Context: an optimization exercise on an open-source flow, tuned for small area. The choices shown serve that exercise and are no tape-out recipe.
Function was checked by simulation only, so behaviour that the tests miss may differ from the original.

==> inputs of job 232 <==
==> flow/design.v <==
`timescale 1ns / 1ps
module Pipelined_Processor(
    input CLK,
    input reset,
    output [7:0] imem_addr,
    input [15:0] imem_data,
    output [7:0] dmem_addr,
    output [7:0] dmem_wdata,
    output dmem_we,
    input [7:0] dmem_rdata,
    output [7:0] result
);
localparam C_NOP = 4'b0000, C_EQ  = 4'b0001, C_SRA = 4'b0010, C_SLL  = 4'b0011,
           C_AND = 4'b0100, C_OR  = 4'b0101, C_XOR = 4'b0110, C_NOT  = 4'b0111,
           C_ADD = 4'b1000, C_SUB = 4'b1001, C_MUL = 4'b1010, C_DIV  = 4'b1011,
           C_ADI = 4'b1100, C_LD  = 4'b1101, C_ST  = 4'b1110;
reg  [7:0] pc;
reg  [7:0] rf [0:7];
reg  [7:0] a_e, b_e;
reg  [2:0] imm_e, rd_e;
reg  [3:0] c_e;
reg  [7:0] res_m, wd_m;
reg  [2:0] rd_m;
reg        rw_m, mw_m, ld_m;
reg  [7:0] res_w;
reg  [2:0] rd_w;
reg        rw_w;
wire [3:0] op  = imem_data[15:12];
wire [2:0] fn  = imem_data[11:9];
wire [2:0] rd  = imem_data[8:6];
wire [2:0] rs1 = imem_data[5:3];
wire [2:0] rs2 = imem_data[2:0];
reg  [3:0] c_d;
always @(*) begin
    case (op)
        4'b0000:
            case (fn)
                3'b000: c_d = C_ADD;
                3'b001: c_d = C_SUB;
                3'b010: c_d = C_MUL;
                3'b011: c_d = C_DIV;
                3'b100: c_d = C_AND;
                3'b101: c_d = C_OR;
                3'b110: c_d = C_XOR;
                default: c_d = C_NOT;
            endcase
        4'b0001, 4'b1000: c_d = C_ADI;
        4'b0010: c_d = C_LD;
        4'b0011: c_d = C_ST;
        4'b0101, 4'b1001: c_d = C_EQ;
        4'b0110: c_d = C_SRA;
        4'b0111: c_d = C_SLL;
        default: c_d = C_NOP;
    endcase
end
wire [7:0] a = a_e;
wire [7:0] b = b_e;
wire rw_e = c_e[3] | c_e[2] | c_e[1];
wire ld_e = (c_e == C_LD);
wire mw_e = (c_e == C_ST);
wire src  = c_e[3] & c_e[2];
wire sub  = c_e[0] & ~c_e[2];       
wire dvm  = c_e[0];                  
genvar k, i;
wire [7:0] addb = src ? {{5{imm_e[2]}}, imm_e} : b;
wire [7:0] addx = addb ^ {8{sub}};
wire [7:0] sum;
wire [8:0] ac;                       
assign ac[0] = sub;
generate
    for (i = 0; i < 8; i = i + 1) begin : ad
        assign sum[i]  = a[i] ^ addx[i] ^ ac[i];
        assign ac[i+1] = (a[i] & addx[i]) | (ac[i] & (a[i] ^ addx[i]));
    end
endgenerate
wire [8:1] bz;                       
assign bz[8] = 1'b1;
generate
    for (k = 7; k >= 1; k = k - 1) begin : gbz
        assign bz[k] = bz[k+1] & ~b[k];
    end
endgenerate
wire [7:0] quo;
generate
    for (k = 0; k < 8; k = k + 1) begin : st
        wire [k:0]   x, yy, o;
        wire [k+1:0] c;
        wire         q;
        wire         m   = dvm | a[7-k];
        wire         sel = q | ~dvm;         
        assign c[0] = 1'b0;
        for (i = 0; i <= k; i = i + 1) begin : cb
            if (i == 0) begin : g0
                assign x[0] = dvm & ~a[7-k];
            end else begin : gn
                assign x[i] = st[k-1].o[i-1];
            end
            assign yy[i]  = b[i] & m;
            assign c[i+1] = (x[i] & yy[i]) | (c[i] & (x[i] | yy[i]));
            if (k == 7) begin : gl
                assign o[i] = x[i] ^ yy[i] ^ c[i];
            end else begin : gm
                assign o[i] = x[i] ^ (sel & (yy[i] ^ c[i]));
            end
        end
        assign q = ~c[k+1] & bz[k+1];
        assign quo[7-k] = q;
    end
endgenerate
wire bnz = ~(bz[1] & ~b[0]);
wire [7:0] prod = st[7].o;
wire [7:0] axb = a ^ b;
reg  [7:0] ynd;                      
always @(*) begin
    case (c_e)
        C_ADD, C_SUB, C_ADI, C_LD, C_ST, 4'b1111: ynd = sum;
        C_MUL: ynd = prod;
        C_AND: ynd = a & b;
        C_OR:  ynd = a | b;
        C_NOT: ynd = ~a;
        C_XOR: ynd = axb;
        C_SRA: ynd = {a[7], a[7:1]};
        C_SLL: ynd = {a[6:0], 1'b0};
        C_EQ:  ynd = {7'd0, ~|axb};
        default: ynd = 8'd0;
    endcase
end
wire isdiv = (c_e == C_DIV);
wire [7:0] y = isdiv ? (bnz ? quo : 8'd0) : ynd;
wire zero = isdiv ? (~bnz | ~ac[8]) : (ynd == 8'd0);
wire hzd = ld_e && (rd_e != 3'd0) &&
           ((rd_e == rd) || (rd_e == rs1) || (rd_e == rs2)) &&
           (op != 4'b0101) && (op != 4'b0100);
wire [7:0] wb_m = ld_m ? dmem_rdata : res_m;    
wire fe1 = rw_e && (rd_e != 3'd0) && (rd_e == rs1);
wire fm1 = rw_m && (rd_m != 3'd0) && (rd_m == rs1);
wire fe2 = rw_e && (rd_e != 3'd0) && (rd_e == rs2);
wire fm2 = rw_m && (rd_m != 3'd0) && (rd_m == rs2);
wire [7:0] opa = fe1 ? y : fm1 ? wb_m : rf[rs1];
wire [7:0] opb = fe2 ? y : fm2 ? wb_m : rf[rs2];
wire [7:0] imm   = {{5{rs2[2]}}, rs2};
wire [7:0] pc1   = pc + 8'd1;
wire [7:0] pcimm = pc + imm;
wire [7:0] pcnz  = (op == 4'b0100) ? imm : pc1;
wire [7:0] pcz   = (op == 4'b0101) ? pcimm :
                   ((op == 4'b0100) || (op == 4'b1001)) ? imm : pc1;
wire [7:0] pcnext = zero ? pcz : pcnz;
always @(posedge CLK or posedge reset) begin
    if (reset)
        pc <= 8'd0;
    else if (!hzd)
        pc <= pcnext;
end
always @(posedge CLK or posedge reset) begin
    if (reset)
        c_e <= C_NOP;
    else if (hzd)
        c_e <= C_NOP;
    else
        c_e <= c_d;
end
always @(posedge CLK) begin
    a_e <= opa; b_e <= opb; imm_e <= rs2; rd_e <= rd;
    wd_m <= b_e; rd_m <= rd_e;
    rd_w <= rd_m;
end
always @(posedge CLK or posedge reset) begin
    if (reset) begin
        res_m <= 8'd0; rw_m <= 1'b0; mw_m <= 1'b0; ld_m <= 1'b0;
        res_w <= 8'd0; rw_w <= 1'b0;
    end else begin
        res_m <= y; rw_m <= rw_e; mw_m <= mw_e; ld_m <= ld_e;
        res_w <= wb_m; rw_w <= rw_m;
    end
end
integer n;
always @(posedge CLK or posedge reset) begin
    if (reset) begin
        for (n = 0; n < 8; n = n + 1)
            rf[n] <= n;
    end else if (rw_w) begin
        rf[rd_w] <= res_w;
    end
end
assign imem_addr  = pc;
assign dmem_addr  = res_m;
assign dmem_wdata = wd_m;
assign dmem_we    = mw_m;
assign result     = res_w;
endmodule
==> flow/flow/run.sh <==
#!/bin/bash
# Standard layout, but the port buffers use the smallest buffer cell.
set -euo pipefail
bash standard.sh "BUFFER_PORTS_ARGS=-buffer_cell sky130_fd_sc_hd__buf_1" finish > make_finish.log 2>&1
==> flow/standard.sh <==
#!/bin/bash
# synth_recipe.tcl (not shown) runs the flow's synth.tcl, then flattens the netlist and writes it again
# the make line also repeats each setting of config.mk as NAME=value (left out here)
make -C /OpenROAD-flow-scripts/flow DESIGN_CONFIG=/design/flow/config.mk WORK_HOME=/design/flow/orfs CLKGATE_MAP_FILE= SYNTH_SCRIPT=/design/flow/synth_recipe.tcl "${@:-finish}"
==> flow/config.mk <==
export PLATFORM = sky130hd
export DESIGN_NAME = Pipelined_Processor
export DESIGN_NICKNAME = Pipelined_Processor
export VERILOG_FILES = /design/flow/design.v
export SDC_FILE = /design/flow/constraint.sdc
export NUM_CORES = 4
export LEC_CHECK = 0
export ABC_AREA = 1
export CAP_MARGIN = 20
export CORE_MARGIN = 2
export CORE_UTILIZATION = 50
export CTS_BUF_LIST = sky130_fd_sc_hd__clkbuf_8
export SLEW_MARGIN = 20
==> flow/constraint.sdc <==
create_clock -name core_clock -period 13.5 [get_ports {CLK}]
set_input_delay 2.7000 -clock core_clock [delete_from_list [all_inputs] [get_ports {CLK}]]
set_output_delay 2.7000 -clock core_clock [all_outputs]
set_load 0.01 [all_outputs]
==> inputs of job 5070, as changes to job 232 <==
--- a/flow/design.v
+++ b/flow/design.v
@@ -111,22 +111,38 @@
 wire [7:0] prod = st[7].o;
 wire [7:0] axb = a ^ b;
-reg  [7:0] ynd;                      
+reg  [7:0] yl;                       
 always @(*) begin
     case (c_e)
-        C_ADD, C_SUB, C_ADI, C_LD, C_ST, 4'b1111: ynd = sum;
-        C_MUL: ynd = prod;
-        C_AND: ynd = a & b;
-        C_OR:  ynd = a | b;
-        C_NOT: ynd = ~a;
-        C_XOR: ynd = axb;
-        C_SRA: ynd = {a[7], a[7:1]};
-        C_SLL: ynd = {a[6:0], 1'b0};
-        C_EQ:  ynd = {7'd0, ~|axb};
-        default: ynd = 8'd0;
+        C_ADD, C_SUB, C_ADI, C_LD, C_ST, 4'b1111: yl = sum;
+        C_AND: yl = a & b;
+        C_OR:  yl = a | b;
+        C_NOT: yl = ~a;
+        C_XOR: yl = axb;
+        C_SRA: yl = {a[7], a[7:1]};
+        C_SLL: yl = {a[6:0], 1'b0};
+        C_EQ:  yl = {7'd0, ~|axb};
+        default: yl = 8'd0;
     endcase
 end
 wire isdiv = (c_e == C_DIV);
-wire [7:0] y = isdiv ? (bnz ? quo : 8'd0) : ynd;
-wire zero = isdiv ? (~bnz | ~ac[8]) : (ynd == 8'd0);
+wire ismul = (c_e == C_MUL);
+wire [7:0] y = isdiv ? (bnz ? quo : 8'd0) : ismul ? prod : yl;
+wire [8:0] za, zb;                   
+assign za[0] = 1'b1;
+assign zb[0] = 1'b1;
+generate
+    for (k = 0; k < 8; k = k + 1) begin : gz
+        assign za[k+1] = za[k] & ~a[k];
+        assign zb[k+1] = zb[k] & ~b[k];
+    end
+endgenerate
+reg zmul;
+integer z;
+always @(*) begin
+    zmul = 1'b0;
+    for (z = 0; z <= 8; z = z + 1)
+        zmul = zmul | (za[z] & zb[8-z]);
+end
+wire zero = isdiv ? (~bnz | ~ac[8]) : ismul ? zmul : (yl == 8'd0);
 wire hzd = ld_e && (rd_e != 3'd0) &&
            ((rd_e == rd) || (rd_e == rs1) || (rd_e == rs2)) &&
@@ -137,6 +153,16 @@
 wire fe2 = rw_e && (rd_e != 3'd0) && (rd_e == rs2);
 wire fm2 = rw_m && (rd_m != 3'd0) && (rd_m == rs2);
-wire [7:0] opa = fe1 ? y : fm1 ? wb_m : rf[rs1];
-wire [7:0] opb = fe2 ? y : fm2 ? wb_m : rf[rs2];
+wire       se1 = fe1, sm1 = fm1 & ~fe1, sr1 = ~fe1 & ~fm1;
+wire       se2 = fe2, sm2 = fm2 & ~fe2, sr2 = ~fe2 & ~fm2;
+reg  [7:0] opa, opb;
+integer j;
+always @(*) begin
+    opa = (y & {8{se1}}) | (wb_m & {8{sm1}});
+    opb = (y & {8{se2}}) | (wb_m & {8{sm2}});
+    for (j = 0; j < 8; j = j + 1) begin
+        opa = opa | (rf[j] & {8{sr1 & (rs1 == j)}});
+        opb = opb | (rf[j] & {8{sr2 & (rs2 == j)}});
+    end
+end
 wire [7:0] imm   = {{5{rs2[2]}}, rs2};
 wire [7:0] pc1   = pc + 8'd1;
==> flow/flow/run.sh (replaced) <==
#!/bin/bash
# Own layout flow: the standard ORFS flow (standard.sh) with three changes:
#  - synthesis maps logic with flow/abc.script, an area-oriented ABC script,
#    instead of ORFS's speed script (everything else in synthesis is unchanged);
#  - the port buffers use the smallest buffer cell;
#  - the clock tree is built without dummy loads.
# Each make run's full output goes to a log file in this folder; ORFS's own
# per-step logs are under orfs/logs.
set -euo pipefail
W=$PWD
F=$W/flow
sed "s#source \$::env(SCRIPTS_DIR)/synth.tcl#source $W/synth_abc.tcl#" synth_recipe.tcl > $W/synth_recipe_abc.tcl
sed "s#log_cmd abc {\*}\$abc_args#log_cmd abc {*}[lreplace \$abc_args 1 1 $F/abc.script]#" \
    $FLOW_HOME/scripts/synth.tcl > $W/synth_abc.tcl
grep -q "$W/synth_abc.tcl" $W/synth_recipe_abc.tcl
grep -q "$F/abc.script" $W/synth_abc.tcl
CTS="-sink_clustering_enable -repair_clock_nets -dont_use_dummy_load -buf_list \"sky130_fd_sc_hd__clkbuf_4 sky130_fd_sc_hd__clkbuf_8 sky130_fd_sc_hd__clkbuf_16\""
bash standard.sh SYNTH_SCRIPT=$W/synth_recipe_abc.tcl \
    "BUFFER_PORTS_ARGS=-buffer_cell sky130_fd_sc_hd__buf_1" \
    "CTS_ARGS=$CTS" finish > $W/make_finish.log 2>&1
==> flow/flow/abc.script (new file) <==
strash
dch
map -D 7000
topo
stime -c
- ABC_AREA: 1 -> unset
==> notes <==
Job 232 completed without violations. Job 5070 died in 4_1_cts, error STA-0564.
Synthesized cell count: job 5070 is smaller than job 232 (9.2%).
Area after synthesis: job 232 is larger than job 5070 (6.8%).
==> figures <==
quantity                                                                                             job 5070                   job 232
Status                                                                              aborted with a tool error   complete, no violations
Failing step                                                                                          4_1_cts                         -
Syn_nets                                                                                                 1180                      1293
Setup slack at placement                                                                             0.166 ns                   3.43 ns
Mapped Avg Cell Area                                                                               7.54 sq um                7.31 sq um
Post-Syn Area                                                                                      8400 sq um                8970 sq um
Total half-perimeter wirelength after legalization and detailed placement                       21000 microns             20300 microns
Width of the die                                                                                  134 microns               138 microns
Standard-cell rows                                                                                         47                        48
Post-detailed-placement cell area                                                                  8990 sq um                9460 sq um
Post-synthesis cell count                                                                                1114                      1227
Post-synthesis compound-gate area fraction                                                              0.219                     0.176
Adder and majority cell fraction of the synthesized area                                               0.0766                    0.0684
Multiplexer share of the synthesized area                                                             0.00238                   0.00963
Number of distinct library cell variants in the gate-level netlist after synthesis                         38                        56
Fraction of post-synthesis cell area in the top cell type by area                                       0.250                     0.234
Top-count cell post-synth                                                            sky130_fd_sc_hd__nand2_1  sky130_fd_sc_hd__nand2_1
Starting density of the core                                                                            0.508                     0.515
Total placed cells including tap cells                                                                   1405                      1498
Last weighted congestion value of the routability-driven placer                                         0.968                     0.962
Vert. Die Dim                                                                                     134 microns               138 microns
Xor and xnor fraction of the mapped netlist area                                                       0.0542                    0.0466
Sequential-to-total area share from yosys stat                                                          0.374                     0.350
Simple-gate share of the synthesized area                                                               0.195                     0.262

[separate check: timing with driven ports]
The results above use ideal ports. As a check the final layout listed here was re-extracted and re-timed, cells and wires unchanged.
Step 1: set_driving_cell puts a clkbuf_16 on CLK and a buf_2 on each other input, an assumption about the parent block.
Step 2 also shifts input and output timing later by t, the mid clock arrival at the registers, as if the neighbouring blocks saw the same clock.
a / b / c = ideal ports / drivers / drivers and shift; a / b = the first two.
run: job 232
t, ns: 0.490
slack for setup (ns): 3.189 / 3.189 / 3.189
worst slew at a driven data input, ns: 0.03
After both steps job 232 still meets setup and hold. For job 232, drivers alone change the setup slack by 0.000 ns; drivers and shift together by 0.000 ns.
